What follows belongs to an exercise in optimizing a design on an open flow for small area; a production flow would make more cautious choices.
Function was checked by simulation only, so behaviour that the tests miss may differ from the original.
Power is estimated from default activity; no workload was simulated.

==> flow/design.v <==
module IPF ( clk, reset, in_en, din, ipf_type, ipf_band_pos, ipf_wo_class, ipf_offset, lcu_x, lcu_y, lcu_size, busy, out_en, dout, dout_addr, finish);
    input   clk;
    input   reset;
    input   in_en;
    input   [7:0]  din;
    input   [1:0]  ipf_type;
    input   [4:0]  ipf_band_pos;
    input          ipf_wo_class;
    input   [15:0] ipf_offset;
    input   [2:0]  lcu_x;
    input   [2:0]  lcu_y;
    input   [1:0]  lcu_size;
    output busy;
    output finish;
    output out_en;
    output [7:0] dout;
    output [13:0] dout_addr;
    reg [1:0] size;
    always @(posedge clk) size <= lcu_size;
    wire s16 = (size == 2'd0);
    wire s32 = (size == 2'd1);
    reg [6:0] ox, oy;
    reg started, fin;
    wire [6:0] mask = s16 ? 7'h0f : s32 ? 7'h1f : 7'h3f;
    wire col_end  = &(ox | ~mask);
    wire col_zero = ~(|(ox & mask));
    wire row_end  = &(oy | ~mask);
    wire row_pen  = &(oy | ~mask | 7'd1) & ~oy[0];
    wire row_zero = ~(|(oy & mask));
    wire n_col_zero = col_end;
    wire n_col_one  = col_zero;
    wire n_row_end  = col_end ? row_pen : row_end;
    wire n_row_zero = col_end ? row_end : row_zero;
    wire new_lcu = started & row_end & col_end;
    wire [6:0] lx = s16 ? {lcu_x, 4'd0} : s32 ? {lcu_x[1:0], 5'd0} : {lcu_x[0], 6'd0};
    wire [6:0] ly = s16 ? {lcu_y, 4'd0} : s32 ? {lcu_y[1:0], 5'd0} : {lcu_y[0], 6'd0};
    wire [6:0] ox_inc = ox + 7'd1;
    wire [6:0] oy_inc = oy + 7'd1;
    always @(posedge clk or posedge reset) begin
        if (reset) begin
            ox <= 7'd0;
            oy <= 7'h7f;
            started <= 1'b0;
            fin <= 1'b0;
        end
        else begin
            started <= started | in_en;
            if (started) ox <= (ox_inc & mask) | ((new_lcu ? lx : ox) & ~mask);
            if (started & col_end) oy <= (oy_inc & mask) | ((new_lcu ? ly : oy) & ~mask);
            if (~in_en & started & row_end & col_end) fin <= 1'b1;
        end
    end
    assign finish = fin;
    assign busy = fin;
    assign out_en = 1'b1;
    assign dout_addr = {oy, ox};
    wire [4:0] band = din[7:3];
    wire [4:0] bd = band - ipf_band_pos;
    wire prot = (bd == 5'd0) | (bd == 5'd31) | ((bd == 5'd1) & ~(&ipf_band_pos));
    reg [3:0] boff;
    always @(*) begin
        case (band[1:0])
            2'd0: boff = ipf_offset[15:12];
            2'd1: boff = ipf_offset[11:8];
            2'd2: boff = ipf_offset[7:4];
            default: boff = ipf_offset[3:0];
        endcase
    end
    wire [8:0] bsum = {1'b0, din} + {1'b0, {4{boff[3]}}, boff};
    wire [7:0] bsat = (bsum[8] ^ boff[3]) ? {8{~boff[3]}} : bsum[7:0];
    wire [7:0] bout = ((ipf_type == 2'd1) & ~prot) ? bsat : din;
    reg [7:0] r0, r1;                  
    reg [7:0] la [1:63];               
    reg [7:0] lb [1:64];               
    wire [7:0] c = s16 ? la[15] : s32 ? la[31] : la[63];    
    wire [7:0] a = s16 ? lb[16] : s32 ? lb[32] : lb[64];    
    wire [7:0] ea = ipf_wo_class ? a : r1;
    wire [7:0] ec = ipf_wo_class ? c : r0;
    wire [7:0] eb = din;
    function carry8;
        input [7:0] x, y;
        input cin;
        integer k;
        begin
            carry8 = cin;
            for (k = 0; k < 8; k = k + 1)
                carry8 = (x[k] & y[k]) | (carry8 & (x[k] | y[k]));
        end
    endfunction
    wire [8:0] esum = ea + eb;
    wire [7:0] em = esum[8:1];
    wire c_lt_m = carry8(em, ~ec, 1'b0);      
    wire c_gt_m = carry8(ec, ~em, 1'b0);      
    wire ua = carry8(ea, ~ec, c_gt_m);
    wire ub = carry8(eb, ~ec, c_gt_m);
    reg [3:0] eoff;
    always @(*) begin
        if (c_lt_m & ua & ub)        eoff = ipf_offset[15:12];
        else if (c_gt_m & ~ua & ~ub) eoff = ipf_offset[3:0];
        else if (c_lt_m)             eoff = ipf_offset[11:8];
        else if (c_gt_m)             eoff = ipf_offset[7:4];
        else                         eoff = 4'd0;
    end
    wire [7:0] eout = ec + {{4{eoff[3]}}, eoff};
    wire eo = (ipf_type == 2'd2);
    wire h_act = eo & ~ipf_wo_class & ~n_col_zero & ~n_col_one;
    wire v_act = eo & ipf_wo_class & ~n_row_end & ~n_row_zero;
    reg [7:0] dout_r;
    assign dout = dout_r;
    integer i;
    always @(posedge clk) begin
        dout_r <= v_act ? eout : c;
        r0 <= bout;
        r1 <= r0;
        la[1] <= h_act ? eout : r0;
        for (i = 2; i <= 63; i = i + 1) la[i] <= la[i-1];
        lb[1] <= c;
        for (i = 2; i <= 64; i = i + 1) lb[i] <= lb[i-1];
    end
endmodule
==> flow/flow/run.sh <==
#!/bin/bash
# Layout flow: the standard flow (standard.sh) with these changes:
#  - after the standard synthesis, its combinational logic is re-mapped by
#    ABC (flow/remap.tcl) with a few random seeds of &deepsyn, and the
#    smallest result is used; the flip-flops are left as they are and
#    checked to be identical, else the standard netlist is kept;
#  - the port buffers use the smallest buffer cell (buf_1);
#  - clock tree synthesis inserts no dummy loads.
# Each tool's output goes to a log file in this folder; ORFS also keeps its
# per-step logs under orfs/logs.
set -euo pipefail
export BUFFER_PORTS_ARGS="-buffer_cell sky130_fd_sc_hd__buf_1"
export CTS_ARGS="-sink_clustering_enable -repair_clock_nets -sink_clustering_size 10 -sink_clustering_max_diameter 30 -buf_list {sky130_fd_sc_hd__clkbuf_4} -dont_use_dummy_load"

bash standard.sh synth > synth.log 2>&1

res=orfs/results/$FLOW_PLATFORM/IPF/base
cp $res/1_2_yosys.v standard_synth.v

flops() { grep -oE '^ *sky130_fd_sc_hd__(df|ed|sd)[a-z0-9_]+ [^ ]+' "$1" | sort; }
nflops=$(flops standard_synth.v | wc -l)

# re-map with seeds 0..7, four at a time
for batch in "0 1 2 3" "4 5 6 7"; do
  for s in $batch; do
    ABC_SEED=$s IN_V=standard_synth.v OUT_V=remap_$s.v timeout 1200 yosys -c flow/remap.tcl > remap_$s.log 2>&1 &
  done
  wait || true
done

best=""; best_area=""
for s in 0 1 2 3 4 5 6 7; do
  [ -s remap_$s.v ] && [ -s remap_$s.v.stat ] || continue
  [ "$nflops" -gt 0 ] && cmp -s <(flops standard_synth.v) <(flops remap_$s.v) || continue
  area=$(grep "Chip area" remap_$s.v.stat | awk '{print $NF}')
  if [ -z "$best" ] || awk "BEGIN{exit !($area < $best_area)}"; then best=$s; best_area=$area; fi
done

if [ -n "$best" ]; then
  echo "re-mapped netlist of seed $best used (cell area $best_area); flip-flops identical: $nflops" > remap_check.log
  cp remap_$best.v $res/1_2_yosys.v
  touch $res/1_2_yosys.v
else
  echo "re-mapping failed or changed flip-flops; standard netlist kept" > remap_check.log
fi

bash standard.sh > flow.log 2>&1
==> flow/flow/remap.tcl <==
# Re-map the combinational logic of the standard synthesis netlist
# (IN_V) with ABC, keeping every flip-flop instance (name, cell and
# connections) and the tie cells exactly as they are. ABC_SEED picks the
# random seed of ABC's &deepsyn. Writes OUT_V.
set lib $::env(FLOW_HOME)/platforms/sky130hd/lib/sky130_fd_sc_hd__tt_025C_1v80.lib
set seed $::env(ABC_SEED)
set script "+strash;&get,-n;&deepsyn,-J,50,-S,$seed;&put;ifraig;scorr;dc2;strash;&get,-n;&dch,-f;&nf,-a,-R,1000;&put"
yosys read_liberty -ignore_miss_func $lib
yosys read_verilog $::env(IN_V)
yosys hierarchy -top $::env(FLOW_TOP)
yosys setattr -mod -set keep_hierarchy 1 {sky130_fd_sc_hd__df*} {sky130_fd_sc_hd__conb_1}
yosys flatten
yosys opt_clean -purge
yosys abc -script $script -liberty $lib -dont_use sky130_fd_sc_hd__lpflow_bleeder_1 -dont_use sky130_fd_sc_hd__lpflow_clkbufkapwr_1 -dont_use sky130_fd_sc_hd__lpflow_clkbufkapwr_16 -dont_use sky130_fd_sc_hd__lpflow_clkbufkapwr_2 -dont_use sky130_fd_sc_hd__lpflow_clkbufkapwr_4 -dont_use sky130_fd_sc_hd__lpflow_clkbufkapwr_8 -dont_use sky130_fd_sc_hd__lpflow_clkinvkapwr_1 -dont_use sky130_fd_sc_hd__lpflow_clkinvkapwr_16 -dont_use sky130_fd_sc_hd__lpflow_clkinvkapwr_2 -dont_use sky130_fd_sc_hd__lpflow_clkinvkapwr_4 -dont_use sky130_fd_sc_hd__lpflow_clkinvkapwr_8 -dont_use sky130_fd_sc_hd__lpflow_decapkapwr_12 -dont_use sky130_fd_sc_hd__lpflow_decapkapwr_3 -dont_use sky130_fd_sc_hd__lpflow_decapkapwr_4 -dont_use sky130_fd_sc_hd__lpflow_decapkapwr_6 -dont_use sky130_fd_sc_hd__lpflow_decapkapwr_8 -dont_use sky130_fd_sc_hd__lpflow_inputiso0n_1 -dont_use sky130_fd_sc_hd__lpflow_inputiso0p_1 -dont_use sky130_fd_sc_hd__lpflow_inputiso1n_1 -dont_use sky130_fd_sc_hd__lpflow_inputiso1p_1 -dont_use sky130_fd_sc_hd__lpflow_inputisolatch_1 -dont_use sky130_fd_sc_hd__lpflow_isobufsrc_1 -dont_use sky130_fd_sc_hd__lpflow_isobufsrc_16 -dont_use sky130_fd_sc_hd__lpflow_isobufsrc_2 -dont_use sky130_fd_sc_hd__lpflow_isobufsrc_4 -dont_use sky130_fd_sc_hd__lpflow_isobufsrc_8 -dont_use sky130_fd_sc_hd__lpflow_isobufsrckapwr_16 -dont_use sky130_fd_sc_hd__lpflow_lsbuf_lh_hl_isowell_tap_1 -dont_use sky130_fd_sc_hd__lpflow_lsbuf_lh_hl_isowell_tap_2 -dont_use sky130_fd_sc_hd__lpflow_lsbuf_lh_hl_isowell_tap_4 -dont_use sky130_fd_sc_hd__lpflow_lsbuf_lh_isowell_4 -dont_use sky130_fd_sc_hd__lpflow_lsbuf_lh_isowell_tap_1 -dont_use sky130_fd_sc_hd__lpflow_lsbuf_lh_isowell_tap_2 -dont_use sky130_fd_sc_hd__lpflow_lsbuf_lh_isowell_tap_4 -dont_use sky130_fd_sc_hd__probe_p_8 -dont_use sky130_fd_sc_hd__probec_p_8 
yosys opt_clean -purge
yosys setattr -mod -set blackbox 1 {sky130_fd_sc_hd__*}
yosys write_verilog -noattr -nohex -nodec $::env(OUT_V)
# read the result back on its own and check that it is fully mapped
yosys design -reset
yosys read_liberty -lib $lib
yosys read_verilog $::env(OUT_V)
yosys hierarchy -check -top $::env(FLOW_TOP)
yosys check -assert -mapped
yosys tee -o $::env(OUT_V).stat stat -liberty $lib
==> flow/standard.sh <==
#!/bin/bash
# synth_recipe.tcl (not shown) runs the flow's synth.tcl, then flattens the netlist and writes it again
# the make line also repeats each setting of config.mk as NAME=value (left out here)
make -C /OpenROAD-flow-scripts/flow DESIGN_CONFIG=/design/flow/config.mk WORK_HOME=/design/flow/orfs CLKGATE_MAP_FILE= SYNTH_SCRIPT=/design/flow/synth_recipe.tcl "${@:-finish}"
==> flow/config.mk <==
export PLATFORM = sky130hd
export DESIGN_NAME = IPF
export DESIGN_NICKNAME = IPF
export VERILOG_FILES = /design/flow/design.v
export SDC_FILE = /design/flow/constraint.sdc
export NUM_CORES = 4
export LEC_CHECK = 0
export ABC_AREA = 1
export CAP_MARGIN = 20
export CORE_MARGIN = 2
export CORE_UTILIZATION = 70
export CTS_BUF_LIST = sky130_fd_sc_hd__clkbuf_4
export CTS_CLUSTER_DIAMETER = 30
export CTS_CLUSTER_SIZE = 10
export PLACE_DENSITY = 0.8
export SLEW_MARGIN = 20
==> flow/constraint.sdc <==
create_clock -name core_clock -period 10.0 [get_ports {clk}]
set_input_delay 2.0000 -clock core_clock [delete_from_list [all_inputs] [get_ports {clk}]]
set_output_delay 2.0000 -clock core_clock [all_outputs]
set_load 0.01 [all_outputs]
==> metrics.md, run 1 <==
| Metric | Value |
|---|---|
| GPL Wtd Cong | `~0.90` |
| Vias | `~10,000` |
| Pleak | `a little over 10 nW` |
| CP Capture Type | `flip-flop` |
| Fillers | `~1,900` |
| Starting Density | `between 70% and 80%` |
| Skew final | `about 0.083 ns` |
| Reg clk slew, reported paths | `around 0.10 ns` |
| Hold Buf Count CTS | `0` |
| Slew Viols, Final | `0` |
| Worst skew pair latency | `0.76 ns` |
| Peak VDD IR | `around 0.15 mV` |
| Routed Antenna Nets | `0` |
| # DRC | `0` |
| First-pass GRT wire length | `around 54,000 µm` |
| Final core utilization | `~77%` |
| Post-cts sizing count | `0` |
| Crit path time final | `roughly 9.4 ns` |
| RSZ-0062 raised after global routing | `false` |
| Congestion Overflow GR | `0` |
| Worst path arrival time | `roughly 10 ns` |
| Largest net degree at the start of global routing | `17` |
| DRT Pass-1 Iters | `6` |
| Startpoint Class | `input port` |
| IO Port Bufs | `between 60 and 70` |
| Reg-to-Reg End | `la[1][7]$_DFF_P_` |
| Initial antenna violation count | `1` |
| Hold depth | `0` |
| HP Class | `flip-flop to flip-flop` |
| Die height | `~190 µm` |
| Layout Nets | `1,667` |
| Initial DRC count | `around 600` |
| Reg-to-Reg Start | `size[0]$_DFF_P_` |
| Placed wire-length estimate | `approximately 22,000 µm` |
| Die area | `between 30,000 and 40,000 µm²` |
| Pwr Density | `~270 nW/µm²` |
| Finished Layout Cells | `~2,100` |
| DP Area | `about 24,000 µm²` |
| Setup Viol. Count Final | `0` |
| Most used cell, CP | `maj3_1` |
| Mapped Area | `between 20,000 and 25,000 µm²` |
| Root buffer cell | `clkbuf_4` |
| Max frequency | `about 0.11 GHz` |
| Critical path fanouts, max | `14` |
| TritonCTS buffer count | `133` |
| Max-cap violation count | `0` |
| Ports | `68` |
| Max-slew headroom | `between 20 and 30%` |
| Synthesized net count | `1,448` |
| Area growth syn-to-layout | `8.37%` |
| # H-tree levels | `4` |
| Final hold violations | `0` |
| Wire per inst | `between 15 and 20 µm` |
| Reg area | `approximately 21,000 µm²` |
| CP Class | `input port to flip-flop` |
| Final period utilization | `a little over nine tenths` |
| Status | `timing/DRC/antenna clean` |
| CTS tree | `built` |
| Setup repair bufs after CTS | `0` |
| # clock sinks | `~1,100` |
| Worst Path Required | `between 10 and 15 ns` |
| Fin Setup TNS | `0 ns` |
| Hold Path Origin | `la[5][0]$_DFF_P_` |
| Crit path largest cell delay | `approximately 0.43 ns` |
| Die Wd | `~190 µm` |
| Post-Syn Area per Cell | `about 17 µm²` |
| Detailed Route WL | `about 34,000 µm` |
| Row Count | `66` |
| Fraction of layout cells with a size suffix above 1 | `9.86%` |
| GRT Total Usage | `20.2%` |
| Footprint of the multi-input gates | `between 2000 and 2500 µm²` |
| CTS max path bufs | `3` |
| Worst reg-to-reg setup slack | `around 1.2 ns` |
| Vias in the first global route | `between 10,000 and 15,000` |
| Synth Instances | `roughly 1,400` |
| Placed Cells | `around 1,900` |
| Least-Margin Pin Slew | `1.07 ns` |
| Worst r2r path cells | `36` |
| Final Cell Area | `about 25,000 µm²` |
| Synth warn | `3` |
| Worst path slowest cell | `maj3_1` |
| Vias per inst | `a little under 5` |
| Core ar. | `between 30,000 and 40,000 µm²` |
| Hold Crit Endpoint | `la[6][0]$_DFF_P_` |
==> layer usage <==
| metal | vias to the layer above | wire length [µm] | part of all wire [%] | GRT usage (%) |
|---|---|---|---|---|
| met5 | - | 0 | 0 | 0 |
| met2 | 328 | 14800 | 44 | 29.4 |
| met4 | 0 | 731 | 2.2 | 8.70 |
| met3 | 55 | 2460 | 7.3 | 6.51 |
| li1 | 4989 | - | - | - |
| met1 | 4843 | 15600 | 46 | 28.2 |
==> how the worst max path moves through the flow <==
stage	from	end	slack, ns
after detailed placement	ipf_wo_class	la[1][7]$_DFF_P_	-0.09
after CTS	ipf_wo_class	la[1][7]$_DFF_P_	0.71
final	ipf_wo_class	la[1][7]$_DFF_P_	0.55
after global routing	ipf_wo_class	la[1][7]$_DFF_P_	0.05
after floorplan	ipf_wo_class	la[1][7]$_DFF_P_	0.64
after global placement	ipf_wo_class	la[1][7]$_DFF_P_	0.14
==> sequential cells by signal, summed over array words and instances, names as in the netlist, 2 cells and up, named ones only <==
| register | cells |
|---|---|
| lb | 512 |
| r0 | 8 |
| la | 504 |
| oy | 5 |
| dout_r | 8 |
| ox | 5 |
| size | 2 |
| r1 | 8 |
==> critical path: cells and delay by family <==
| kind | cells | cell delay, ns |
|---|---|---|
| adders and majority gates | 8 | 2.72 |
| AOI/OAI and AO/OA | 14 | 2.27 |
| and+or+nand+nor | 12 | 2.14 |
| buffers and inverters | 4 | 0.65 |
| muxes | 1 | 0.15 |
| xor gates and xnor gates | 1 | 0.12 |
==> stage by stage <==
stage,power [W],hold slack (ns),setup WS (ns)
finish,0.00683,0.243,0.551
global placement,0.00514,0.310,0.138
floorplan,0.00500,0.310,0.645
detailed placement,0.00518,0.312,-0.0864
CTS,0.00692,0.222,0.708
global route,0.00715,0.216,0.0504
==> layout by cell type (no fill, tap or decap), types with 14 or more instances in the layout <==
cell	instances
o21ai_0	28
o22ai_1	17
clkinv_1	17
clkbuf_4	133
buf_4	17
a222oi_1	16
xnor2_1	26
nor2_1	45
buf_1	66
dfxtp_1	1042
nand2_1	55
xor2_1	14
a21oi_1	23
==> where the power goes <==
group | switching [W] | total, W | leakage, nW | internal [W]
Sequential | 0.000141 | 0.00478 | 8.79 | 0.00464
Combinational | 0.000184 | 0.000302 | 0.928 | 0.000118
Clock | 0.00113 | 0.00175 | 0.612 | 0.000615
Total | 0.00146 | 0.00683 | 10.3 | 0.00537
==> final cells by class <==
type,instances,area share (%)
clock buffers,133,3.94
diodes,1,0.00988
well taps,442,2.18
repair buffers,84,1.50
flip-flops and latches,1058,84.0
inverters,17,0.252
multi-input cells,330,8.16
==> inputs of run 2 (changes only) <==
--- a/flow/design.v
+++ b/flow/design.v
@@ -18,6 +18,6 @@
     reg [1:0] size;
     always @(posedge clk) size <= lcu_size;
-    wire s16 = (size == 2'd0);
-    wire s32 = (size == 2'd1);
+    wire s16 = ~(size[1] | size[0]);     
+    wire s32 = size[0];
     reg [6:0] ox, oy;
     reg started, fin;
@@ -58,16 +58,4 @@
     wire [4:0] bd = band - ipf_band_pos;
     wire prot = (bd == 5'd0) | (bd == 5'd31) | ((bd == 5'd1) & ~(&ipf_band_pos));
-    reg [3:0] boff;
-    always @(*) begin
-        case (band[1:0])
-            2'd0: boff = ipf_offset[15:12];
-            2'd1: boff = ipf_offset[11:8];
-            2'd2: boff = ipf_offset[7:4];
-            default: boff = ipf_offset[3:0];
-        endcase
-    end
-    wire [8:0] bsum = {1'b0, din} + {1'b0, {4{boff[3]}}, boff};
-    wire [7:0] bsat = (bsum[8] ^ boff[3]) ? {8{~boff[3]}} : bsum[7:0];
-    wire [7:0] bout = ((ipf_type == 2'd1) & ~prot) ? bsat : din;
     reg [7:0] r0, r1;                  
     reg [7:0] la [1:63];               
@@ -76,5 +64,5 @@
     wire [7:0] a = s16 ? lb[16] : s32 ? lb[32] : lb[64];    
     wire [7:0] ea = ipf_wo_class ? a : r1;
-    wire [7:0] ec = ipf_wo_class ? c : r0;
+    wire [7:0] ec = ipf_type[0] ? din : ipf_wo_class ? c : r0;
     wire [7:0] eb = din;
     function carry8;
@@ -96,5 +84,12 @@
     reg [3:0] eoff;
     always @(*) begin
-        if (c_lt_m & ua & ub)        eoff = ipf_offset[15:12];
+        if (ipf_type[0])
+            case (band[1:0])
+                2'd0: eoff = ipf_offset[15:12];
+                2'd1: eoff = ipf_offset[11:8];
+                2'd2: eoff = ipf_offset[7:4];
+                default: eoff = ipf_offset[3:0];
+            endcase
+        else if (c_lt_m & ua & ub)   eoff = ipf_offset[15:12];
         else if (c_gt_m & ~ua & ~ub) eoff = ipf_offset[3:0];
         else if (c_lt_m)             eoff = ipf_offset[11:8];
@@ -102,6 +97,9 @@
         else                         eoff = 4'd0;
     end
-    wire [7:0] eout = ec + {{4{eoff[3]}}, eoff};
-    wire eo = (ipf_type == 2'd2);
+    wire [8:0] esum9 = {1'b0, ec} + {1'b0, {4{eoff[3]}}, eoff};
+    wire [7:0] eout = esum9[7:0];
+    wire [7:0] bsat = (esum9[8] ^ eoff[3]) ? {8{~eoff[3]}} : eout;
+    wire [7:0] bout = (ipf_type[0] & ~prot) ? bsat : din;
+    wire eo = ipf_type[1];               
     wire h_act = eo & ~ipf_wo_class & ~n_col_zero & ~n_col_one;
     wire v_act = eo & ipf_wo_class & ~n_row_end & ~n_row_zero;
--- a/flow/flow/run.sh
+++ b/flow/flow/run.sh
@@ -11,5 +11,5 @@
 set -euo pipefail
 export BUFFER_PORTS_ARGS="-buffer_cell sky130_fd_sc_hd__buf_1"
-export CTS_ARGS="-sink_clustering_enable -repair_clock_nets -sink_clustering_size 10 -sink_clustering_max_diameter 30 -buf_list {sky130_fd_sc_hd__clkbuf_4} -dont_use_dummy_load"
+export CTS_ARGS="-sink_clustering_enable -repair_clock_nets -sink_clustering_size 12 -sink_clustering_max_diameter 26 -buf_list {sky130_fd_sc_hd__clkbuf_4} -dont_use_dummy_load"
 
 bash standard.sh synth > synth.log 2>&1
==> metrics.md, run 2 <==
| Metric | Value |
|---|---|
| Mapped Area | `~23,000 µm²` |
| Synthesized net count | `around 1,400` |
| Fillers | `about 1,800` |
| RSZ-0062 raised after global routing | `false` |
| # clock sinks | `~1,100` |
| Skew final | `~0.090 ns` |
| DP Area | `24,200 µm²` |
| Worst skew pair latency | `around 0.8 ns` |
| Placement Setup Slack | `-0.0347 ns` |
| WL met2 | `roughly 14,000 µm` |
| Status | `timing/DRC/antenna clean` |
| Final hold violations | `0` |
| First-pass GRT wire length | `52,700 µm` |
| Final period utilization | `between 90% and 100%` |
| Worst Path Required | `approximately 11 ns` |
| Congestion Overflow GR | `0` |
| Reg clk slew, reported paths | `around 0.090 ns` |
| Hold Buf Count CTS | `0` |
| Synth warn | `3` |
| Row Count | `66` |
| Pleak | `just over 10 nW` |
| Top Metal Used | `met4` |
| Ports | `between 60 and 70` |
| Die height | `approximately 190 µm` |
| Fin Setup TNS | `0 ns` |
| Die area | `~35,000 µm²` |
| Critical path fanouts, max | `7` |
| Vias | `approximately 10,000` |
| Worst path slowest cell | `maj3_1` |
| Final setup margin | `around 0.74 ns` |
| Area growth syn-to-layout | `8.52%` |
| CTS tree | `built` |
| Largest net degree at the start of global routing | `21` |
| Finished Layout Cells | `between 2,000 and 2,500` |
| Detailed Route WL | `between 30,000 and 40,000 µm` |
| Die Wd | `186 µm` |
| Initial antenna violation count | `2` |
| Core ar. | `about 33,000 µm²` |
| Starting Density | `between 70% and 80%` |
| Max-slew headroom | `around a fifth` |
| HP Class | `flip-flop to flip-flop` |
| Pwr Density | `~290 nW/µm²` |
| Setup Viol. Count Final | `0` |
| Slew Viols, Final | `0` |
| Least-Margin Pin Slew | `1.20 ns` |
| Wire per inst | `roughly 16 µm` |
| Vias per inst | `4.92` |
| Largest regs | `lb (512), la (504)` |
| Root buffer cell | `clkbuf_4` |
| Worst path arrival time | `around 9.9 ns` |
| Crit path time final | `approximately 9.3 ns` |
| Routed Antenna Nets | `0` |
| CP Capture Type | `flip-flop` |
| Placed Cells | `~1,900` |
| WL met3 | `between 1500 and 2000 µm` |
| Max frequency | `0.108 GHz` |
| Final Cell Area | `about 25,000 µm²` |
| Crit path largest cell delay | `0.42 ns` |
| Fraction of layout cells with a size suffix above 1 | `roughly a tenth` |
| Most frequent cells in the layout | `1,042 x dfxtp_1, 138 x clkbuf_4, 66 x buf_1` |
| Post-Syn Area per Cell | `about 17 µm²` |
| TritonCTS buffer count | `~140` |
| Max reg flops | `approximately 500` |
| Max-cap violation count | `0` |
| Initial DRC count | `789` |
| DRT Pass-1 Iters | `6` |
| Startpoint Class | `input port` |
| Synth Instances | `1,394` |
| Met1 Wirelength | `between 15,000 and 20,000 µm` |
| Overall power | `roughly 0.0074 W` |
| Placed wire-length estimate | `approximately 21,000 µm` |
| Largest reg by FF count | `lb` |
| IO Port Bufs | `66` |
| Post-cts sizing count | `0` |
| Setup repair bufs after CTS | `0` |
| CTS max path bufs | `3` |
| Layout Nets | `between 1,500 and 2,000` |
| Most used cell, CP | `nor2_1` |
| GPL Wtd Cong | `between 0.8 and 0.9` |
| CP Class | `input port to flip-flop` |
| # H-tree levels | `4` |
| GRT Total Usage | `between 10% and 20%` |
| Peak VDD IR | `around 0.17 mV` |
| Vias in the first global route | `about 10,000` |
| # DRC | `0` |
| Leading cell type in the layout, fill and taps excluded | `dfxtp_1` |
[run 2: worst max-delay path: cells and delay by family]
family                     cells  cell delay, ns
and+or+nand+nor               11            1.47
adders and majority gates      5            1.84
buffers and inverters          3            0.50
AOI/OAI and AO/OA             19            3.37
xor gates and xnor gates       2            0.32
muxes                          1            0.36
[run 2: final cells by class]
cell class | count | area, µm² | share of cell area [%]
diodes | 2 | 5.00 | 0.0198
clock buffers | 138 | 1040 | 4.10
inverters | 14 | 52.6 | 0.208
multi-input cells | 322 | 1970 | 7.80
flip-flops and latches | 1058 | 21300 | 84.2
well taps | 442 | 553 | 2.19
repair buffers | 84 | 380 | 1.51
[run 2: through the flow]
stage               hold WS [ns]  util [%]
floorplan                  0.310         -
global placement           0.309      74.2
detailed placement         0.312      74.3
CTS                        0.258      77.4
global route               0.259      77.5
finish                     0.279      77.5
[run 2: routing by layer]
metal  GRT usage [%]  vias up
met3            5.91       88
met1            28.5     4768
met4            8.89        0
li1                -     4962
met5               0        -
met2            27.8      311
[run 2: path summary, 6_finish.rpt]
check / from / end / slack [ns] / depth (start not counted)
setup / recovery: ipf_wo_class / r0[3]$_DFF_P_ / 0.74 / 41
hold / removal: la[12][2]$_DFF_P_ / la[13][2]$_DFF_P_ / 0.28 / 0
setup reg to reg: size[0]$_DFF_P_ / r0[3]$_DFF_P_ / 1.11 / 41
hold reg to reg: la[12][2]$_DFF_P_ / la[13][2]$_DFF_P_ / 0.28 / 0
max in group asynchronous: reset / oy[1]$_DFFE_PP1P_ / 8.45 / 2
min in group asynchronous: reset / fin$_DFFE_PP0P_ / 1.17 / 2
[run 2: where the power goes]
| group | switching, W | internal (W) |
|---|---|---|
| clock | 0.00114 | 0.000638 |
| combinational | 0.000241 | 0.000154 |
| sequential | 0.000244 | 0.00503 |
==> inputs of run 3 (changes only) <==
--- a/flow/flow/run.sh
+++ b/flow/flow/run.sh
@@ -11,5 +11,5 @@
 set -euo pipefail
 export BUFFER_PORTS_ARGS="-buffer_cell sky130_fd_sc_hd__buf_1"
-export CTS_ARGS="-sink_clustering_enable -repair_clock_nets -sink_clustering_size 12 -sink_clustering_max_diameter 26 -buf_list {sky130_fd_sc_hd__clkbuf_4} -dont_use_dummy_load"
+export CTS_ARGS="-sink_clustering_enable -repair_clock_nets -sink_clustering_size 10 -sink_clustering_max_diameter 30 -buf_list {sky130_fd_sc_hd__clkbuf_4} -dont_use_dummy_load"
 
 bash standard.sh synth > synth.log 2>&1
--- a/flow/config.mk
+++ b/flow/config.mk
@@ -9,8 +9,8 @@
 export CAP_MARGIN = 20
 export CORE_MARGIN = 2
-export CORE_UTILIZATION = 70
+export CORE_UTILIZATION = 60
 export CTS_BUF_LIST = sky130_fd_sc_hd__clkbuf_4
 export CTS_CLUSTER_DIAMETER = 30
 export CTS_CLUSTER_SIZE = 10
-export PLACE_DENSITY = 0.8
+export PLACE_DENSITY = 0.65
 export SLEW_MARGIN = 20
==> metrics.md, run 3 <==
| Metric | Value |
|---|---|
| Status | `timing/DRC/antenna clean` |
| Worst path arrival time | `roughly 9.8 ns` |
| Crit path buffers/inverters | `4` |
| Finished Layout Cells | `2,137` |
| GRT Total Usage | `about 16%` |
| Max-slew headroom | `19.0%` |
| Core ar. | `38,500 µm²` |
| Most used cell, CP | `a21oi_1` |
| Ports | `68` |
| CP Capture Type | `flip-flop` |
| TritonCTS buffer count | `140` |
| Root buffer cell | `clkbuf_4` |
| Placed wire-length estimate | `between 15,000 and 20,000 µm` |
| Die height | `roughly 200 µm` |
| GPL Wtd Cong | `about 0.87` |
| CP Class | `input port to flip-flop` |
| Slew Viols, Final | `0` |
| Hold Buf Count CTS | `0` |
| Startpoint Class | `input port` |
| Crit path largest cell delay | `roughly 0.42 ns` |
| Placed Cells | `around 2,000` |
| Congestion Overflow GR | `0` |
| Wire per inst | `~14 µm` |
| Vias per inst | `4.68` |
| Initial DRC count | `between 500 and 600` |
| Setup repair bufs after CTS | `0` |
| # H-tree levels | `4` |
| Largest net degree at the start of global routing | `23` |
| First-pass GRT wire length | `roughly 50,000 µm` |
| Final hold violations | `0` |
| Footprint of the multi-input gates | `between 1500 and 2000 µm²` |
| Reg area | `~21,000 µm²` |
| # DRC | `0` |
| Overall power | `around 0.0074 W` |
| Vias in the first global route | `10,100` |
| Final period utilization | `between 90% and 100%` |
| Post-cts sizing count | `0` |
| Synthesized net count | `approximately 1,400` |
| Max-cap violation count | `0` |
| Row Count | `72` |
| CP top delay family | `compound AO/OA/AOI/OAI gates` |
| Detailed Route WL | `30,900 µm` |
| Critical path fanouts, max | `6` |
| CTS max path bufs | `3` |
| Max frequency | `around 0.11 GHz` |
| Worst Path Required | `about 11 ns` |
| Largest regs | `lb (512), la (504)` |
| HP Class | `flip-flop to flip-flop` |
| Most frequent cells in the layout | `1,042 x dfxtp_1, 140 x clkbuf_4, 66 x buf_1` |
| # clock sinks | `1,058` |
| Post-Syn Area per Cell | `between 15 and 20 µm²` |
| Peak VDD IR | `approximately 0.14 mV` |
| Die Wd | `201 µm` |
| Layout Nets | `around 1,700` |
| Starting Density | `60.5%` |
| Skew final | `a little under 0.07 ns` |
| Fillers | `2,833` |
| Pleak | `10.3 nW` |
| Vias | `10,000` |
| Routed Antenna Nets | `0` |
| Reg clk slew, reported paths | `0.09 ns` |
| Setup Viol. Count Final | `0` |
| CTS tree | `built` |
| Max reg flops | `just over 500` |
| RSZ-0062 raised after global routing | `false` |
| Worst skew pair latency | `about 0.8 ns` |
| Area growth syn-to-layout | `9.01%` |
| Die area | `40,400 µm²` |
| Crit path time final | `between 9 and 10 ns` |
| Worst path slowest cell | `maj3_1` |
| Mapped Area | `about 23,000 µm²` |
| Largest reg by FF count | `lb` |
| Synth warn | `3` |
| Pwr Density | `roughly 290 nW/µm²` |
| Initial antenna violation count | `1` |
| Least-Margin Pin Slew | `between 1 and 1.5 ns` |
| Synth Instances | `approximately 1,400` |
| Fraction of layout cells with a size suffix above 1 | `between 10% and 20%` |
| Leading cell type in the layout, fill and taps excluded | `dfxtp_1` |
| DRT Pass-1 Iters | `6` |
| IO Port Bufs | `66` |
[run 3: cell type report]
| cell class | instances | area share [%] |
|---|---|---|
| Sequential cell | 1058 | 83.8 |
| Multi-Input combinational cell | 322 | 7.79 |
| Clock buffer | 140 | 4.14 |
| Tap cell | 518 | 2.55 |
| Timing Repair Buffer | 84 | 1.50 |
| Inverter | 14 | 0.207 |
| Antenna cell | 1 | 0.00986 |
[run 3: where the power goes]
group,internal [W],leakage (nW),total [W],switching [W]
clock network,0.000646,0.644,0.00178,0.00114
logic,0.000155,0.906,0.000396,0.000242
registers,0.00503,8.80,0.00525,0.000227
[run 3: worst paths after layout]
kind / startpoint / to / slack [ns] / depth (start not counted)
setup / recovery: ipf_wo_class / r0[5]$_DFF_P_ / 0.83 / 40
hold / removal: la[55][4]$_DFF_P_ / la[56][4]$_DFF_P_ / 0.27 / 0
setup reg to reg: size[0]$_DFF_P_ / r0[5]$_DFF_P_ / 1.16 / 41
hold reg to reg: la[55][4]$_DFF_P_ / la[56][4]$_DFF_P_ / 0.27 / 0
max in group asynchronous: reset / asynchronous set/reset pin / 8.47 / 2
min in group asynchronous: reset / started$_DFF_PP0_ / 1.17 / 2
[run 3: layer usage]
metal | track usage [%] | wire [µm] | vias to the layer above
met5 | 0 | 0 | -
met4 | 7.65 | 732 | 0
met3 | 4.90 | 1940 | 76
met2 | 21.9 | 12200 | 266
met1 | 23.8 | 16000 | 4684
li1 | - | - | 4975
[run 3: worst reg2reg max path, delay by kind of cell, from the launching register on]
kind / cells / cell delay, ns
flip-flops: 1 / 0.43
buffers and inverters: 3 / 0.61
adder cells (fa/ha/maj): 4 / 1.63
AO/OA/AOI/OAI: 20 / 3.64
AND/OR/NAND/NOR: 12 / 1.86
XOR/XNOR: 1 / 0.17
multiplexers: 1 / 0.36
[run 3: per-stage QoR]
step	hold slack (ns)	util [%]	TNS, ns	instance area (µm²)	worst slack, ns
floorplan	0.310	-	0	23300	0.520
global placement	0.310	63.2	0	24300	0.151
detailed placement	0.312	63.2	-0.521	24300	-0.126
CTS	0.270	65.9	0	25400	0.684
global route	0.249	66.0	0	25400	0.0663
finish	0.268	66.0	0	25400	0.829
==> inputs of run 4 (changes only) <==
--- a/flow/config.mk
+++ b/flow/config.mk
@@ -9,8 +9,8 @@
 export CAP_MARGIN = 20
 export CORE_MARGIN = 2
-export CORE_UTILIZATION = 60
+export CORE_UTILIZATION = 70
 export CTS_BUF_LIST = sky130_fd_sc_hd__clkbuf_4
 export CTS_CLUSTER_DIAMETER = 30
 export CTS_CLUSTER_SIZE = 10
-export PLACE_DENSITY = 0.65
+export PLACE_DENSITY = 0.8
 export SLEW_MARGIN = 20
==> metrics.md, run 4 <==
| Metric | Value |
|---|---|
| Status | `timing/DRC/antenna clean` |
| Die area | `34,700 µm²` |
| IO Port Bufs | `66` |
| Worst reg-to-reg setup slack | `~1.2 ns` |
| Least-Margin Pin Slew | `1.15 ns` |
| First-pass GRT wire length | `roughly 53,000 µm` |
| Initial DRC count | `between 700 and 800` |
| Area growth syn-to-layout | `8.38%` |
| Skew final | `approximately 0.095 ns` |
| Vias in the first global route | `roughly 10,000` |
| CTS tree | `built` |
| Finished Layout Cells | `around 2,100` |
| Max reg flops | `about 510` |
| Peak VDD IR | `around 0.17 mV` |
| Most frequent cells in the layout | `1,042 x dfxtp_1, 134 x clkbuf_4, 66 x buf_1` |
| Final Cell Area | `between 20,000 and 30,000 µm²` |
| DP Area | `roughly 24,000 µm²` |
| Hold Crit Endpoint | `la[15][4]$_DFF_P_` |
| # H-tree levels | `4` |
| Max-slew headroom | `a little under a quarter` |
| Slew Viols, Final | `0` |
| Synth Instances | `between 1,000 and 1,500` |
| Hold Buf Count CTS | `0` |
| Worst r2r path cells | `about 40` |
| Worst skew pair latency | `about 0.8 ns` |
| Crit path time final | `around 9.2 ns` |
| HP Class | `flip-flop to flip-flop` |
| CP Capture Type | `flip-flop` |
| Layout Nets | `1,657` |
| Crit path buffers/inverters | `3` |
| Final hold violations | `0` |
| Setup repair bufs after CTS | `0` |
| CP top delay family | `compound AO/OA/AOI/OAI gates` |
| DRT Pass-1 Iters | `7` |
| Routed Antenna Nets | `0` |
| GRT Total Usage | `between 10% and 20%` |
| Worst Path Required | `approximately 11 ns` |
| Most used cell, CP | `nor2_1` |
| Critical path depth | `between 40 and 50` |
| Largest regs | `lb (512), la (504)` |
| Placed wire-length estimate | `between 20,000 and 25,000 µm` |
| Starting Density | `a little under three quarters` |
| Post-Syn Area per Cell | `16.7 µm²` |
| RSZ-0062 raised after global routing | `false` |
| # clock sinks | `about 1,100` |
| Row Count | `66` |
| Vias per inst | `between 4 and 5` |
| Max frequency | `0.109 GHz` |
| Fraction of layout cells with a size suffix above 1 | `9.99%` |
| Placed Cells | `1,920` |
| Initial antenna violation count | `1` |
| Crit path largest cell delay | `roughly 0.42 ns` |
| Reg clk slew, reported paths | `roughly 0.08 ns` |
| Ports | `68` |
| Hold Path Origin | `la[14][4]$_DFF_P_` |
| Mapped Area | `about 23,000 µm²` |
| CP Class | `input port to flip-flop` |
| Die Wd | `186 µm` |
| Fillers | `roughly 1,800` |
| Final period utilization | `approximately 90%` |
| # DRC | `0` |
| Critical path fanouts, max | `7` |
| Startpoint Class | `input port` |
| CTS max path bufs | `3` |
| Synthesized net count | `approximately 1,400` |
| Largest net degree at the start of global routing | `21` |
| Congestion Overflow GR | `0` |
| Reg-to-Reg Start | `size[0]$_DFF_P_` |
| Worst path slowest cell | `maj3_1` |
| Wire per inst | `15.9 µm` |
| Post-cts sizing count | `0` |
| Max-cap violation count | `0` |
| Leading cell type in the layout, fill and taps excluded | `dfxtp_1` |
| Worst path arrival time | `9.84 ns` |
| Detailed Route WL | `32,700 µm` |
| Pwr Density | `~290 nW/µm²` |
| Pleak | `slightly above 10 nW` |
| Reg-to-Reg End | `r0[6]$_DFF_P_` |
| Synth warn | `3` |
| TritonCTS buffer count | `approximately 130` |
| Root buffer cell | `clkbuf_4` |
| Die height | `approximately 190 µm` |
| GPL Wtd Cong | `0.861` |
| Core ar. | `between 30,000 and 40,000 µm²` |
| Hold depth | `0` |
| Setup Viol. Count Final | `0` |
| Largest reg by FF count | `lb` |
| Vias | `10,000` |
## run 4: worst max-delay path by stage
stage	startpoint	end	slack (ns)
finish	ipf_wo_class	r0[6]$_DFF_P_	0.79
global route	ipf_wo_class	r0[5]$_DFF_P_	0.06
CTS	ipf_wo_class	r0[6]$_DFF_P_	0.77
detailed placement	ipf_wo_class	r0[3]$_DFF_P_	-0.03
global placement	ipf_wo_class	r0[5]$_DFF_P_	0.20
floorplan	ipf_wo_class	r0[3]$_DFF_P_	0.52
## run 4: per-layer routing
| layer | track usage [%] | vias up | routed length (µm) |
|---|---|---|---|
| li1 | - | 4957 | - |
| met2 | 28.0 | 279 | 14200 |
| met1 | 28.6 | 4736 | 16000 |
| met5 | 0 | - | 0 |
| met4 | 9.42 | 0 | 790 |
| met3 | 5.62 | 73 | 1820 |
## run 4: where the power goes
part / total (W) / leakage (nW) / switching (W) / internal [W]
Clock: 0.00175 / 0.617 / 0.00113 / 0.000620
Combinational: 0.000393 / 0.905 / 0.000240 / 0.000154
Sequential: 0.00527 / 8.80 / 0.000245 / 0.00503
Total: 0.00742 / 10.3 / 0.00162 / 0.00580
## run 4: cell type report
type / instances / area [µm²] / area share, %
sequential: 1058 / 21300 / 84.3
multi-input combinational: 322 / 1970 / 7.81
clock buffer: 134 / 1010 / 3.99
tap: 442 / 553 / 2.19
timing repair buffer: 84 / 380 / 1.51
inverter: 14 / 52.6 / 0.208
antenna: 1 / 2.50 / 0.00992
## run 4: stage by stage
| step | power [W] | util, % | setup WS, ns | hold WS [ns] | TNS, ns |
|---|---|---|---|---|---|
| after floorplan | 0.00550 | - | 0.520 | 0.310 | 0 |
| after global placement | 0.00570 | 74.2 | 0.196 | 0.309 | 0 |
| after detailed placement | 0.00576 | 74.3 | -0.0347 | 0.312 | -0.127 |
| after CTS | 0.00751 | 77.3 | 0.771 | 0.273 | 0 |
| after global routing | 0.00779 | 77.4 | 0.0568 | 0.268 | 0 |
| final | 0.00742 | 77.4 | 0.793 | 0.275 | 0 |
==> inputs of run 5 (changes only) <==
--- a/flow/config.mk
+++ b/flow/config.mk
@@ -13,4 +13,5 @@
 export CTS_CLUSTER_DIAMETER = 30
 export CTS_CLUSTER_SIZE = 10
+export GPL_TIMING_DRIVEN = 0
 export PLACE_DENSITY = 0.8
 export SLEW_MARGIN = 20
==> metrics.md, run 5 <==
| Metric | Value |
|---|---|
| Largest net degree at the start of global routing | `28` |
| Max-cap violation count | `0` |
| Row Count | `66` |
| Worst skew pair latency | `0.78 ns` |
| Synth warn | `3` |
| Synth Instances | `1,394` |
| Placed Cells | `approximately 1,900` |
| Final hold violations | `0` |
| Max-slew headroom | `26.5%` |
| Critical path fanouts, max | `14` |
| Final setup margin | `between 0.5 and 0.6 ns` |
| Worst reg-to-reg setup slack | `0.91 ns` |
| CP Capture Type | `flip-flop` |
| Crit path buffers/inverters | `2` |
| Peak VDD IR | `around 0.18 mV` |
| Status | `timing/DRC/antenna clean` |
| Final period utilization | `about 95%` |
| Die height | `approximately 190 µm` |
| Synthesized net count | `1,437` |
| GPL Wtd Cong | `~0.8` |
| Critical path depth | `40` |
| Crit path largest cell delay | `~0.42 ns` |
| Met2 usage | `between 20% and 30%` |
| IO Port Bufs | `66` |
| Max reg flops | `512` |
| Largest reg by FF count | `lb` |
| Reg clk slew, reported paths | `roughly 0.1 ns` |
| Routed Antenna Nets | `0` |
| Net load switching power | `0.00163 W` |
| Pleak | `between 10 and 15 nW` |
| Fin Setup TNS | `0 ns` |
| Placed wire-length estimate | `~21,000 µm` |
| Detailed Route WL | `approximately 33,000 µm` |
| Top Usage Layer GRT | `met2` |
| Power share of the clock group | `between 20% and 30%` |
| Slew Viols, Final | `0` |
| Largest regs | `lb (512), la (504)` |
| Most used cell, CP | `nor2_1` |
| # H-tree levels | `4` |
| Mapped Area | `23,300 µm²` |
| Least-Margin Pin Slew | `1.10 ns` |
| CTS max path bufs | `3` |
| Worst path arrival time | `roughly 10 ns` |
| Skew final | `between 0.1 and 0.15 ns` |
| First-pass GRT wire length | `52,600 µm` |
| CP top delay family | `compound AO/OA/AOI/OAI gates` |
| Fillers | `about 1,800` |
| Pwr Density | `around 300 nW/µm²` |
| Ports | `68` |
| Die area | `~35,000 µm²` |
| Sequential share of power | `between 70% and 80%` |
| Vias | `~10,000` |
| Die Wd | `between 150 and 200 µm` |
| Finished Layout Cells | `just over 2,000` |
| TritonCTS buffer count | `about 130` |
| DRT Pass-1 Iters | `5` |
| Worst r2r path cells | `39` |
| Setup Viol. Count Final | `0` |
| Leading cell type in the layout, fill and taps excluded | `dfxtp_1` |
| Initial DRC count | `630` |
| # clock sinks | `~1,100` |
| GRT Total Usage | `approximately a fifth` |
| Net Sw Frac | `a little over a fifth` |
| Fraction of layout cells with a size suffix above 1 | `around a tenth` |
| Area growth syn-to-layout | `8.16%` |
| Hold depth | `0` |
| Vias in the first global route | `between 10,000 and 15,000` |
| Starting Density | `between 70% and 80%` |
| Layout Nets | `approximately 1,600` |
| Worst Path Required | `between 10 and 15 ns` |
| Hold slack | `~0.28 ns` |
| Core ar. | `about 33,000 µm²` |
| CTS tree | `built` |
| Global Route met1 Usage | `27.3%` |
| CP Class | `input port to flip-flop` |
| Logic pwr share | `under 10%` |
| Most frequent cells in the layout | `1,042 x dfxtp_1, 131 x clkbuf_4, 65 x buf_1` |
| Placement Setup Slack | `-1.97 ns` |
| Worst path slowest cell | `maj3_1` |
| Internal power | `~0.0058 W` |
| Congestion Overflow GR | `0` |
| Max frequency | `~0.11 GHz` |
| Initial antenna violation count | `2` |
| # DRC | `0` |
| HP Class | `flip-flop to flip-flop` |
| Routing usage on met3 | `~5.6%` |
| Startpoint Class | `input port` |
| Vias per inst | `just under 5` |
| Root buffer cell | `clkbuf_4` |
| Wire per inst | `approximately 16 µm` |
| Crit path time final | `around 9.5 ns` |
| Post-Syn Area per Cell | `16.7 µm²` |
## run 5: final cells by class
class | instances | area [µm²] | share of cell area (%)
Inverter | 14 | 66.3 | 0.263
Antenna cell | 1 | 2.50 | 0.00994
Clock buffer | 131 | 983 | 3.91
Multi-Input combinational cell | 322 | 2040 | 8.10
Timing Repair Buffer | 68 | 264 | 1.05
Timing Repair inverter | 1 | 5.00 | 0.0199
Sequential cell | 1058 | 21300 | 84.5
Tap cell | 442 | 553 | 2.20
## run 5: path summary, 6_finish.rpt
kind                                  startpoint                end
worst max register to register   size[0]$_DFF_P_      r0[3]$_DFF_P_
worst max-delay path                ipf_wo_class      r0[3]$_DFF_P_
min in group asynchronous                  reset  started$_DFF_PP0_
worst min-delay path            la[1][0]$_DFF_P_   la[2][0]$_DFF_P_
worst min register to register  la[1][0]$_DFF_P_   la[2][0]$_DFF_P_
max in group asynchronous                  reset  oy[3]$_DFFE_PP1P_
## run 5: through the flow
step	power, W	cell area, µm²	util, %
2_1_floorplan	0.00550	23300	-
3_3_place_gp	0.00568	24100	73.8
3_5_place_dp	0.00575	24100	73.9
4_1_cts	0.00748	25100	77.0
5_1_grt	0.00776	25200	77.2
6_report	0.00741	25200	77.2
## run 5: layer usage
layer  vias to the layer above  routed length [µm]
li1                       4922                   -
met1                      4765               15700
met2                       265               15200
met3                        50                1840
met4                         0                 524
met5                         -                   0
## run 5: power by group through the flow
stage / combinational (W) / clock, W / sequential [W]
5_1_grt: 0.000436 / 0.00198 / 0.00535
3_5_place_dp: 0.000378 / 0 / 0.00537
2_1_floorplan: 0.000241 / 0 / 0.00526
4_1_cts: 0.000382 / 0.00181 / 0.00529
6_report: 0.000400 / 0.00174 / 0.00527
3_3_place_gp: 0.000370 / 0 / 0.00531
## run 5: timing repair
action                                  CTS  global route
resized for setup                         9            12
buffers inserted                          0             1
pin swaps                                 0             2
endpoints found under the setup margin   20            16
hold endpoints to repair                  0             0
hold buffers                              0             0
gates cloned                              0             1
==> inputs of run 6 (changes only) <==
--- a/flow/flow/run.sh
+++ b/flow/flow/run.sh
@@ -2,5 +2,5 @@
 # Layout flow: the standard flow (standard.sh) with these changes:
 #  - after the standard synthesis, its combinational logic is re-mapped by
-#    ABC (flow/remap.tcl) with a few random seeds of &deepsyn, and the
+#    ABC (flow/remap.tcl) with sixteen random seeds of &deepsyn, and the
 #    smallest result is used; the flip-flops are left as they are and
 #    checked to be identical, else the standard netlist is kept;
@@ -21,6 +21,6 @@
 nflops=$(flops standard_synth.v | wc -l)
 
-# re-map with seeds 0..7, four at a time
-for batch in "0 1 2 3" "4 5 6 7"; do
+# re-map with seeds 0..15, four at a time
+for batch in "0 1 2 3" "4 5 6 7" "8 9 10 11" "12 13 14 15"; do
   for s in $batch; do
     ABC_SEED=$s IN_V=standard_synth.v OUT_V=remap_$s.v timeout 1200 yosys -c flow/remap.tcl > remap_$s.log 2>&1 &
@@ -30,5 +30,5 @@
 
 best=""; best_area=""
-for s in 0 1 2 3 4 5 6 7; do
+for s in $(seq 0 15); do
   [ -s remap_$s.v ] && [ -s remap_$s.v.stat ] || continue
   [ "$nflops" -gt 0 ] && cmp -s <(flops standard_synth.v) <(flops remap_$s.v) || continue
--- a/flow/config.mk
+++ b/flow/config.mk
@@ -13,5 +13,4 @@
 export CTS_CLUSTER_DIAMETER = 30
 export CTS_CLUSTER_SIZE = 10
-export GPL_TIMING_DRIVEN = 0
 export PLACE_DENSITY = 0.8
 export SLEW_MARGIN = 20
==> metrics.md, run 6 <==
| Metric | Value |
|---|---|
| Routed Antenna Nets | `0` |
| # H-tree levels | `4` |
| CP Class | `input port to flip-flop` |
| Crit path time final | `approximately 9 ns` |
| Vias | `roughly 10,000` |
| First-pass GRT wire length | `approximately 53,000 µm` |
| Detailed Route WL | `about 33,000 µm` |
| Largest reg by FF count | `lb` |
| Most frequent cells in the layout | `1,042 x dfxtp_1, 134 x clkbuf_4, 66 x buf_1` |
| GRT Total Usage | `19.8%` |
| CTS max path bufs | `3` |
| Reg-to-Reg End | `r0[6]$_DFF_P_` |
| Die height | `about 190 µm` |
| CTS tree | `built` |
| Reg-to-Reg Start | `size[0]$_DFF_P_` |
| # clock sinks | `1,058` |
| Slew Viols, Final | `0` |
| Reg clk slew, reported paths | `~0.080 ns` |
| Synth warn | `3` |
| Crit path largest cell delay | `approximately 0.42 ns` |
| Startpoint Class | `input port` |
| DRT Pass-1 Iters | `7` |
| Largest net degree at the start of global routing | `21` |
| Placement Setup Slack | `-0.0347 ns` |
| Final hold violations | `0` |
| Ports | `68` |
| TritonCTS buffer count | `134` |
| Hold Buf Count CTS | `0` |
| Hold Path Origin | `la[14][4]$_DFF_P_` |
| Setup Viol. Count Final | `0` |
| Hold depth | `0` |
| Max frequency | `roughly 0.11 GHz` |
| Starting Density | `around 70%` |
| Vias per inst | `4.89` |
| Final period utilization | `between 90 and 100%` |
| Max reg flops | `512` |
| Post-Syn Area per Cell | `between 15 and 20 µm²` |
| CP Capture Type | `flip-flop` |
| Worst path arrival time | `roughly 9.8 ns` |
| Synthesized net count | `1,437` |
| Hold Crit Endpoint | `la[15][4]$_DFF_P_` |
| Max-cap violation count | `0` |
| Fin Setup TNS | `0 ns` |
| Area growth syn-to-layout | `8.38%` |
| Congestion Overflow GR | `0` |
| Mapped Area | `roughly 23,000 µm²` |
| Worst r2r path cells | `41` |
| # DRC | `0` |
| Overall power | `0.00742 W` |
| HP Class | `flip-flop to flip-flop` |
| Synth Instances | `about 1,400` |
| Most used cell, CP | `nor2_1` |
| Final setup margin | `~0.79 ns` |
| Largest regs | `lb (512), la (504)` |
| Wire per inst | `roughly 16 µm` |
| Die Wd | `about 190 µm` |
| GPL Wtd Cong | `between 0.8 and 0.9` |
| Leading cell type in the layout, fill and taps excluded | `dfxtp_1` |
| IO Port Bufs | `66` |
| Finished Layout Cells | `2,055` |
| Worst reg-to-reg setup slack | `roughly 1.2 ns` |
| Pwr Density | `between 200 and 300 nW/µm²` |
| Core ar. | `~33,000 µm²` |
| Root buffer cell | `clkbuf_4` |
| Initial DRC count | `about 710` |
| Vias in the first global route | `roughly 10,000` |
| Die area | `roughly 35,000 µm²` |
| Worst skew pair latency | `roughly 0.81 ns` |
| Worst path slowest cell | `maj3_1` |
| Initial antenna violation count | `1` |
| Status | `timing/DRC/antenna clean` |
| Row Count | `66` |
| Fraction of layout cells with a size suffix above 1 | `about 10%` |
| Critical path fanouts, max | `7` |
| Placed wire-length estimate | `around 21,000 µm` |
| Peak VDD IR | `0.170 mV` |
| RSZ-0062 raised after global routing | `false` |
| Least-Margin Pin Slew | `1.15 ns` |
| Skew final | `about 0.095 ns` |
| Max-slew headroom | `between 20% and 30%` |
| Placed Cells | `approximately 1,900` |
| Worst Path Required | `roughly 11 ns` |
| Pleak | `around 10 nW` |
| Layout Nets | `around 1,700` |
## run 6: timing repair
| item | 4_1_cts | 5_1_grt |
|---|---|---|
| resized for setup | 0 | 3 |
| setup endpoints to repair | 0 | 5 |
| buffers inserted | 0 | 0 |
## run 6: worst max path at each step
| stage | from | end | slack, ns |
|---|---|---|---|
| after floorplan | ipf_wo_class | r0[3]$_DFF_P_ | 0.52 |
| after global placement | ipf_wo_class | r0[5]$_DFF_P_ | 0.20 |
| after detailed placement | ipf_wo_class | r0[3]$_DFF_P_ | -0.03 |
| after CTS | ipf_wo_class | r0[6]$_DFF_P_ | 0.77 |
| after global routing | ipf_wo_class | r0[5]$_DFF_P_ | 0.06 |
| final | ipf_wo_class | r0[6]$_DFF_P_ | 0.79 |
## run 6: cell type report
cell class	instances	area, µm²
antenna	1	2.50
clock buffer	134	1010
fill	1835	7380
inverter	14	52.6
multi-input combinational	322	1970
sequential	1058	21300
tap	442	553
timing repair buffer	84	380
## run 6: per-stage QoR
stage          area, µm²  hold WS (ns)  utilization, %
2_1_floorplan      23300         0.310               -
5_1_grt            25200         0.268            77.4
6_report           25200         0.275            77.4
3_5_place_dp       24200         0.312            74.3
3_3_place_gp       24200         0.309            74.2
4_1_cts            25200         0.273            77.3
## run 6: power breakdown
| part | internal (W) | leakage, nW | total, W | switching, W |
|---|---|---|---|---|
| clock | 0.000620 | 0.617 | 0.00175 | 0.00113 |
| combinational | 0.000154 | 0.905 | 0.000393 | 0.000240 |
| sequential | 0.00503 | 8.80 | 0.00527 | 0.000245 |
| total | 0.00580 | 10.3 | 0.00742 | 0.00162 |
## run 6: per-layer routing
layer,track usage [%],share of wire (%),vias up
li1,-,-,4957
met1,28.6,49,4736
met2,28.0,43,279
met3,5.62,5.6,73
met4,9.42,2.4,0
met5,0,0,-
## run 6: worst max-delay path: cells and delay by family
family	cells	cell delay, ns
multiplexers	1	0.36
XOR/XNOR	2	0.32
adder cells (fa/ha/maj)	5	1.84
AND/OR/NAND/NOR	11	1.46
buffers and inverters	3	0.50
AO/OA/AOI/OAI	19	3.36
==> inputs of run 7 (changes only) <==
--- a/flow/flow/run.sh
+++ b/flow/flow/run.sh
@@ -2,5 +2,5 @@
 # Layout flow: the standard flow (standard.sh) with these changes:
 #  - after the standard synthesis, its combinational logic is re-mapped by
-#    ABC (flow/remap.tcl) with sixteen random seeds of &deepsyn, and the
+#    ABC (flow/remap.tcl) with a few random seeds of &deepsyn, and the
 #    smallest result is used; the flip-flops are left as they are and
 #    checked to be identical, else the standard netlist is kept;
@@ -11,5 +11,5 @@
 set -euo pipefail
 export BUFFER_PORTS_ARGS="-buffer_cell sky130_fd_sc_hd__buf_1"
-export CTS_ARGS="-sink_clustering_enable -repair_clock_nets -sink_clustering_size 10 -sink_clustering_max_diameter 30 -buf_list {sky130_fd_sc_hd__clkbuf_4} -dont_use_dummy_load"
+export CTS_ARGS="-sink_clustering_enable -repair_clock_nets -sink_clustering_size 7 -sink_clustering_max_diameter 25 -buf_list {sky130_fd_sc_hd__clkbuf_2 sky130_fd_sc_hd__clkbuf_4} -dont_use_dummy_load"
 
 bash standard.sh synth > synth.log 2>&1
@@ -21,6 +21,6 @@
 nflops=$(flops standard_synth.v | wc -l)
 
-# re-map with seeds 0..15, four at a time
-for batch in "0 1 2 3" "4 5 6 7" "8 9 10 11" "12 13 14 15"; do
+# re-map with seeds 0..7, four at a time
+for batch in "0 1 2 3" "4 5 6 7"; do
   for s in $batch; do
     ABC_SEED=$s IN_V=standard_synth.v OUT_V=remap_$s.v timeout 1200 yosys -c flow/remap.tcl > remap_$s.log 2>&1 &
@@ -30,5 +30,5 @@
 
 best=""; best_area=""
-for s in $(seq 0 15); do
+for s in 0 1 2 3 4 5 6 7; do
   [ -s remap_$s.v ] && [ -s remap_$s.v.stat ] || continue
   [ "$nflops" -gt 0 ] && cmp -s <(flops standard_synth.v) <(flops remap_$s.v) || continue
==> metrics.md, run 7 <==
| Metric | Value |
|---|---|
| Leading cell type in the layout, fill and taps excluded | `dfxtp_1` |
| Largest net degree at the start of global routing | `21` |
| Mapped Area | `around 23,000 µm²` |
| Ports | `between 60 and 70` |
| CTS tree | `built` |
| Skew final | `a little under 0.09 ns` |
| Layout Nets | `approximately 1,700` |
| Post-cts sizing count | `0` |
| Die height | `around 190 µm` |
| Most frequent cells in the layout | `1,042 x dfxtp_1, 179 x clkbuf_4, 66 x buf_1` |
| Setup Viol. Count Final | `0` |
| Wire per inst | `around 16 µm` |
| CP Capture Type | `flip-flop` |
| Most used cell, CP | `nor2_1` |
| Fraction of layout cells with a size suffix above 1 | `roughly an eighth` |
| Post-Syn Area per Cell | `~17 µm²` |
| Final hold violations | `0` |
| Largest reg by FF count | `lb` |
| Congestion Overflow GR | `0` |
| Slew Viols, Final | `0` |
| Fin Setup TNS | `0 ns` |
| Footprint of the multi-input gates | `around 2000 µm²` |
| Finished Layout Cells | `about 2,100` |
| Initial DRC count | `approximately 730` |
| Crit path largest cell delay | `approximately 0.42 ns` |
| Hold Crit Endpoint | `lb[4][0]$_DFF_P_` |
| Overall power | `0.00768 W` |
| Max-slew headroom | `between 20% and 30%` |
| Max frequency | `between 0.1 and 0.15 GHz` |
| # clock sinks | `about 1,100` |
| Worst path arrival time | `9.84 ns` |
| RSZ-0062 raised after global routing | `false` |
| Worst reg-to-reg setup slack | `1.14 ns` |
| Die area | `~35,000 µm²` |
| Vias | `a little over 10,000` |
| Vias in the first global route | `between 10,000 and 15,000` |
| Initial antenna violation count | `2` |
| Synth Instances | `around 1,400` |
| Final period utilization | `between 90 and 100%` |
| GRT Total Usage | `between 20 and 25%` |
| CP Class | `input port to flip-flop` |
| Worst Path Required | `between 10 and 15 ns` |
| Placement Setup Slack | `-0.0347 ns` |
| Placed wire-length estimate | `between 20,000 and 25,000 µm` |
| TritonCTS buffer count | `roughly 180` |
| Hold Buf Count CTS | `0` |
| Peak VDD IR | `0.198 mV` |
| Reg clk slew, reported paths | `0.08 ns` |
| Worst path slowest cell | `maj3_1` |
| Starting Density | `a little under three quarters` |
| Placed Cells | `about 1,900` |
| Reg area | `approximately 21,000 µm²` |
| HP Class | `flip-flop to flip-flop` |
| Routed Antenna Nets | `0` |
| Reg-to-Reg End | `r0[3]$_DFF_P_` |
| Max reg flops | `between 500 and 600` |
| Worst skew pair latency | `approximately 0.8 ns` |
| Least-Margin Pin Slew | `~1.2 ns` |
| Reg-to-Reg Start | `size[0]$_DFF_P_` |
| Worst r2r path cells | `40` |
| Area growth syn-to-layout | `9.84%` |
| Vias per inst | `about 4.9` |
| Row Count | `between 60 and 70` |
| Startpoint Class | `input port` |
| Synth warn | `3` |
| Crit path time final | `9.21 ns` |
| DRT Pass-1 Iters | `6` |
| CTS max path bufs | `3` |
| Root buffer cell | `clkbuf_4` |
| Largest regs | `lb (512), la (504)` |
| Fillers | `between 1,500 and 2,000` |
| Setup repair bufs after CTS | `0` |
| Pwr Density | `around 300 nW/µm²` |
| Status | `timing/DRC/antenna clean` |
| Synthesized net count | `between 1,000 and 1,500` |
| # DRC | `0` |
| Pleak | `10.5 nW` |
| Hold depth | `0` |
| Die Wd | `around 190 µm` |
| GPL Wtd Cong | `~0.86` |
| Core ar. | `~33,000 µm²` |
| First-pass GRT wire length | `around 54,000 µm` |
| # H-tree levels | `4` |
| Critical path fanouts, max | `7` |
| Max-cap violation count | `0` |
| Final setup margin | `slightly below 0.8 ns` |
| Hold Path Origin | `lb[3][0]$_DFF_P_` |
| Final core utilization | `between 70 and 80%` |
| Detailed Route WL | `between 30,000 and 40,000 µm` |
| IO Port Bufs | `66` |
## run 7: where the power goes
part	total [W]	internal [W]	switching (W)
logic	0.000392	0.000154	0.000239
clock network	0.00201	0.000820	0.00119
registers	0.00528	0.00503	0.000248
## run 7: cell type report
class	count	area share [%]
multi-input combinational	322	7.72
tap	442	2.16
inverter	14	0.205
clock buffer	179	5.25
sequential	1058	83.2
timing repair buffer	84	1.49
antenna	1	0.00978
## run 7: how the worst max path moves through the flow
stage | from | end | slack, ns | depth (start not counted)
4_1_cts | ipf_wo_class | r0[3]$_DFF_P_ | 0.76 | 42
3_3_place_gp | ipf_wo_class | r0[5]$_DFF_P_ | 0.20 | 42
5_1_grt | ipf_wo_class | r0[3]$_DFF_P_ | 0.02 | 41
2_1_floorplan | ipf_wo_class | r0[3]$_DFF_P_ | 0.52 | 38
6_report | ipf_wo_class | r0[3]$_DFF_P_ | 0.79 | 41
3_5_place_dp | ipf_wo_class | r0[3]$_DFF_P_ | -0.03 | 42
## run 7: stage by stage
stage	cell area, µm²	hold slack [ns]
final	25600	0.272
after global routing	25600	0.264
after CTS	25600	0.258
after detailed placement	24200	0.312
after global placement	24200	0.309
after floorplan	23300	0.310
## run 7: layer usage
metal,part of all wire [%],global-route usage [%]
met2,44,29.1
met5,0,0
met4,2.0,8.62
met1,48,28.3
met3,6.1,6.39
## run 7: worst max-delay path: cells and delay by family
kind | cells | cell delay, ns
mux | 1 | 0.36
simple gates | 11 | 1.37
fa+ha+maj | 5 | 1.84
buf+inv | 3 | 0.38
compound gates | 19 | 3.57
xor+xnor | 2 | 0.31

## static timing again, ports no longer ideal
How much do the figures lean on ideal ports? The routed layouts below were timed once more, with nothing changed but the port constraints.
Step 1, drivers: a clkbuf_16 drives clk and a buf_2 each remaining input, both assumed.
Step 2, shift: input delay + t, output delay - t, t = (earliest + latest rising clock arrival at the registers) / 2. This alone moves slack from input paths to output paths.
Slacks: ideal ports / drivers / drivers and shift; pairs: ideal ports / drivers.
| run | shift t [ns] | setup WS [ns] | hold WS [ns] | latest minus earliest clock arrival (ns) | cell pins on the clock port's net |
|---|---|---|---|---|---|
| run 1 | 0.777 | 0.551 / 0.569 / -0.208 | 0.243 / 0.243 / 0.243 | 0.099 / 0.100 | 1 |
| run 2 | 0.811 | 0.740 / 0.722 / -0.089 | 0.279 / 0.279 / 0.279 | 0.106 / 0.106 | 1 |
| run 3 | 0.808 | 0.829 / 0.761 / -0.047 | 0.268 / 0.268 / 0.268 | 0.076 / 0.075 | 1 |
| run 4 | 0.806 | 0.793 / 0.779 / -0.027 | 0.275 / 0.275 / 0.275 | 0.095 / 0.095 | 1 |
| run 5 | 0.770 | 0.519 / 0.510 / -0.260 | 0.276 / 0.276 / 0.276 | 0.106 / 0.106 | 1 |
| run 6 | 0.806 | 0.793 / 0.779 / -0.027 | 0.275 / 0.275 / 0.275 | 0.095 / 0.095 | 1 |
| run 7 | 0.811 | 0.786 / 0.781 / -0.030 | 0.272 / 0.272 / 0.272 | 0.096 / 0.096 | 1 |
Met with ideal ports but missed after step 2: setup timing in every run listed. The setup slack of run 3, which loses most, moves by -0.068 ns with the drivers and by -0.876 ns with both steps.
